What follows belongs to an exercise in optimizing a design on an open flow for small area; a production flow would make more cautious choices. In this exercise RTL edits were held to simulation tests only and were not proved equivalent to the original. No activity file was given, so power comes from the tool's default toggle rates.

==> umber <==
Design riscv, start of the top module:
module riscv(
    input logic rst, clk, interrupt, exception,
    output logic [31:0] imem_addr,
    input logic [31:0] imem_rdata,
    output logic dmem_re, dmem_we,
    output logic [1:0] dmem_wsize,
    output logic [31:0] dmem_addr, dmem_wdata,
    input logic [31:0] dmem_rdata
);
    logic [31:0] pc_f, ir;
    logic        v_de;                      
    logic        fwa, fwb;                  
    logic [31:0] pc4_mw, alu_mw, wd_mw;     
    logic [4:0]  rd_mw;                     
    logic [1:0]  wb_mw;                     
    logic [2:0]  sub_mw;                    
    logic        epc_taken;
    logic        re_mw, we_mw, mret_mw;
    logic [1:0]  ws_mw;
    logic [31:0] regs [1:31];
    logic [31:1] sel1, sel2;                
    logic [31:0] mie, mip, mstatus, mtvec, mepc;
    logic [31:0] mip_r;                     
    logic        mip7, mip11;
    assign mip = {mip_r[31:12], mip11, mip_r[10:8], mip7, mip_r[6:0]};
    logic        mc31, mc1;                 
    logic [6:0] op;
    logic [2:0] f3;
    logic [6:0] f7;
    logic [4:0] rs1, rs2, rd;
    assign op  = ir[6:0];
    assign f3  = ir[14:12];
    assign f7  = ir[31:25];
  ...
export LEC_CHECK = 0
export CAP_MARGIN = 20
export CELL_PAD_IN_SITES_DETAIL_PLACEMENT = 1
export CELL_PAD_IN_SITES_GLOBAL_PLACEMENT = 1
export CORE_MARGIN = 2
export CORE_UTILIZATION = 40
export CTS_BUF_LIST = sky130_fd_sc_hd__clkbuf_8
export SLEW_MARGIN = 20
create_clock -name core_clock -period 9.0 [get_ports {clk}]
run.sh (not shown) runs the stock make flow with config.mk's settings and CLKGATE_MAP_FILE= SYNTH_SCRIPT=/design/flow/synth_recipe.tcl, a recipe that flattens the netlist after the stock synthesis.
==> inputs of cedar, as changes to umber <==
==> flow/flow/run.sh (new file) <==
#!/bin/bash
# Layout flow: the standard synthesis unchanged, then the standard ORFS layout with
# a lighter clock tree (clkbuf_8 buffers in sink clusters of up to 16, no dummy loads) and small port buffers.
# Each step's full output goes to a log in the work folder.
set -euo pipefail
bash standard.sh synth > flow_synth.log 2>&1
bash standard.sh \
  "CTS_ARGS=-sink_clustering_enable -repair_clock_nets -buf_list sky130_fd_sc_hd__clkbuf_8 -sink_clustering_size 16 -sink_clustering_max_diameter 55 -dont_use_dummy_load" \
  "BUFFER_PORTS_ARGS=-buffer_cell sky130_fd_sc_hd__buf_1" \
  finish > flow_layout.log 2>&1
==> flow/standard.sh (new file) <==
#!/bin/bash
# synth_recipe.tcl (not shown) runs the flow's synth.tcl, then flattens the netlist and writes it again
# the make line also repeats each setting of config.mk as NAME=value (left out here)
make -C /OpenROAD-flow-scripts/flow DESIGN_CONFIG=/design/flow/config.mk WORK_HOME=/design/flow/orfs CLKGATE_MAP_FILE= SYNTH_SCRIPT=/design/flow/synth_recipe.tcl "${@:-finish}"
- CTS_BUF_LIST: sky130_fd_sc_hd__clkbuf_8 -> default
removed: flow/run.sh
==> inputs of violet, as changes to umber <==
==> flow/flow/run.sh (new file) <==
#!/bin/bash
# Layout flow: the standard synthesis unchanged, then the standard ORFS layout with
# a lighter clock tree (clkbuf_8 buffers in sink clusters of up to 12, no dummy loads) and small port buffers.
# Each step's full output goes to a log in the work folder.
set -euo pipefail
bash standard.sh synth > flow_synth.log 2>&1
bash standard.sh \
  "CTS_ARGS=-sink_clustering_enable -repair_clock_nets -buf_list sky130_fd_sc_hd__clkbuf_8 -sink_clustering_size 12 -sink_clustering_max_diameter 45 -dont_use_dummy_load" \
  "BUFFER_PORTS_ARGS=-buffer_cell sky130_fd_sc_hd__buf_1" \
  finish > flow_layout.log 2>&1
==> flow/standard.sh (new file) <==
#!/bin/bash
# synth_recipe.tcl (not shown) runs the flow's synth.tcl, then flattens the netlist and writes it again
# the make line also repeats each setting of config.mk as NAME=value (left out here)
make -C /OpenROAD-flow-scripts/flow DESIGN_CONFIG=/design/flow/config.mk WORK_HOME=/design/flow/orfs CLKGATE_MAP_FILE= SYNTH_SCRIPT=/design/flow/synth_recipe.tcl "${@:-finish}"
- CTS_BUF_LIST: sky130_fd_sc_hd__clkbuf_8 -> default
removed: flow/run.sh
==> impl_metrics.csv <==
group,metric,value,unit
status,status,"timing/DRC/antenna clean",
final_layout,finalNonFillerCells,7956,
power_and_ir_drop,ir_drop,172,uV
sta,finalCriticalPeriod,7.56,ns
grt,grt_usage,45.9,%
drt,avgRoutedWirePerCell,49.9,um
That was violet.
==> impl_metrics.csv <==
group,metric,value,unit
drt,avgRoutedWirePerCell,50.0,um
status,status,"timing/DRC/antenna clean",
sta,finalCriticalPeriod,7.50,ns
synthesis,synth.mux.area_fraction,2.19,%
final_layout,clockBufferCount,144,
synthesis,syn_area_per_cell,11.9,um2
power_and_ir_drop,ir_drop,165,uV
grt,grt_usage,45.8,%
final_layout,finish.net_count,5843,
That was cedar.
==> impl_metrics.csv <==
group,metric,value,unit
power_and_ir_drop,ir_drop,166,uV
status,status,"timing/DRC/antenna clean",
drt,avgRoutedWirePerCell,48.0,um
grt,grt_usage,45.5,%
place,place_area,71700,um2
final_layout,finalNonFillerCells,8223,
synthesis,ys_seq_area_share,59.7,%
worst_setup_path,rr_endpoint,"pc_f[29]",
That was umber.

[separate check: timing with driven ports]
Ports are ideal in the flow. The routed layouts listed here were re-timed in OpenROAD.
Step 1: set_driving_cell puts a clkbuf_16 on clk and a buf_2 on each other input, an assumption about the parent block.
Step 2 also shifts input and output timing later by t, the mid clock arrival at the registers, as if the neighbouring blocks saw the same clock.
a / b / c = ideal ports / drivers / drivers and shift; a / b = the first two.
run | t (ns) | slack for setup (ns) | clock arrival spread, ns
umber | 1.097 | 1.869 / 1.869 / 1.869 | 0.104 / 0.104
cedar | 1.015 | 1.497 / 1.497 / 1.497 | 0.128 / 0.128
violet | 1.042 | 1.442 / 1.442 / 1.442 | 0.169 / 0.169
After both steps every run listed still meets setup and hold.
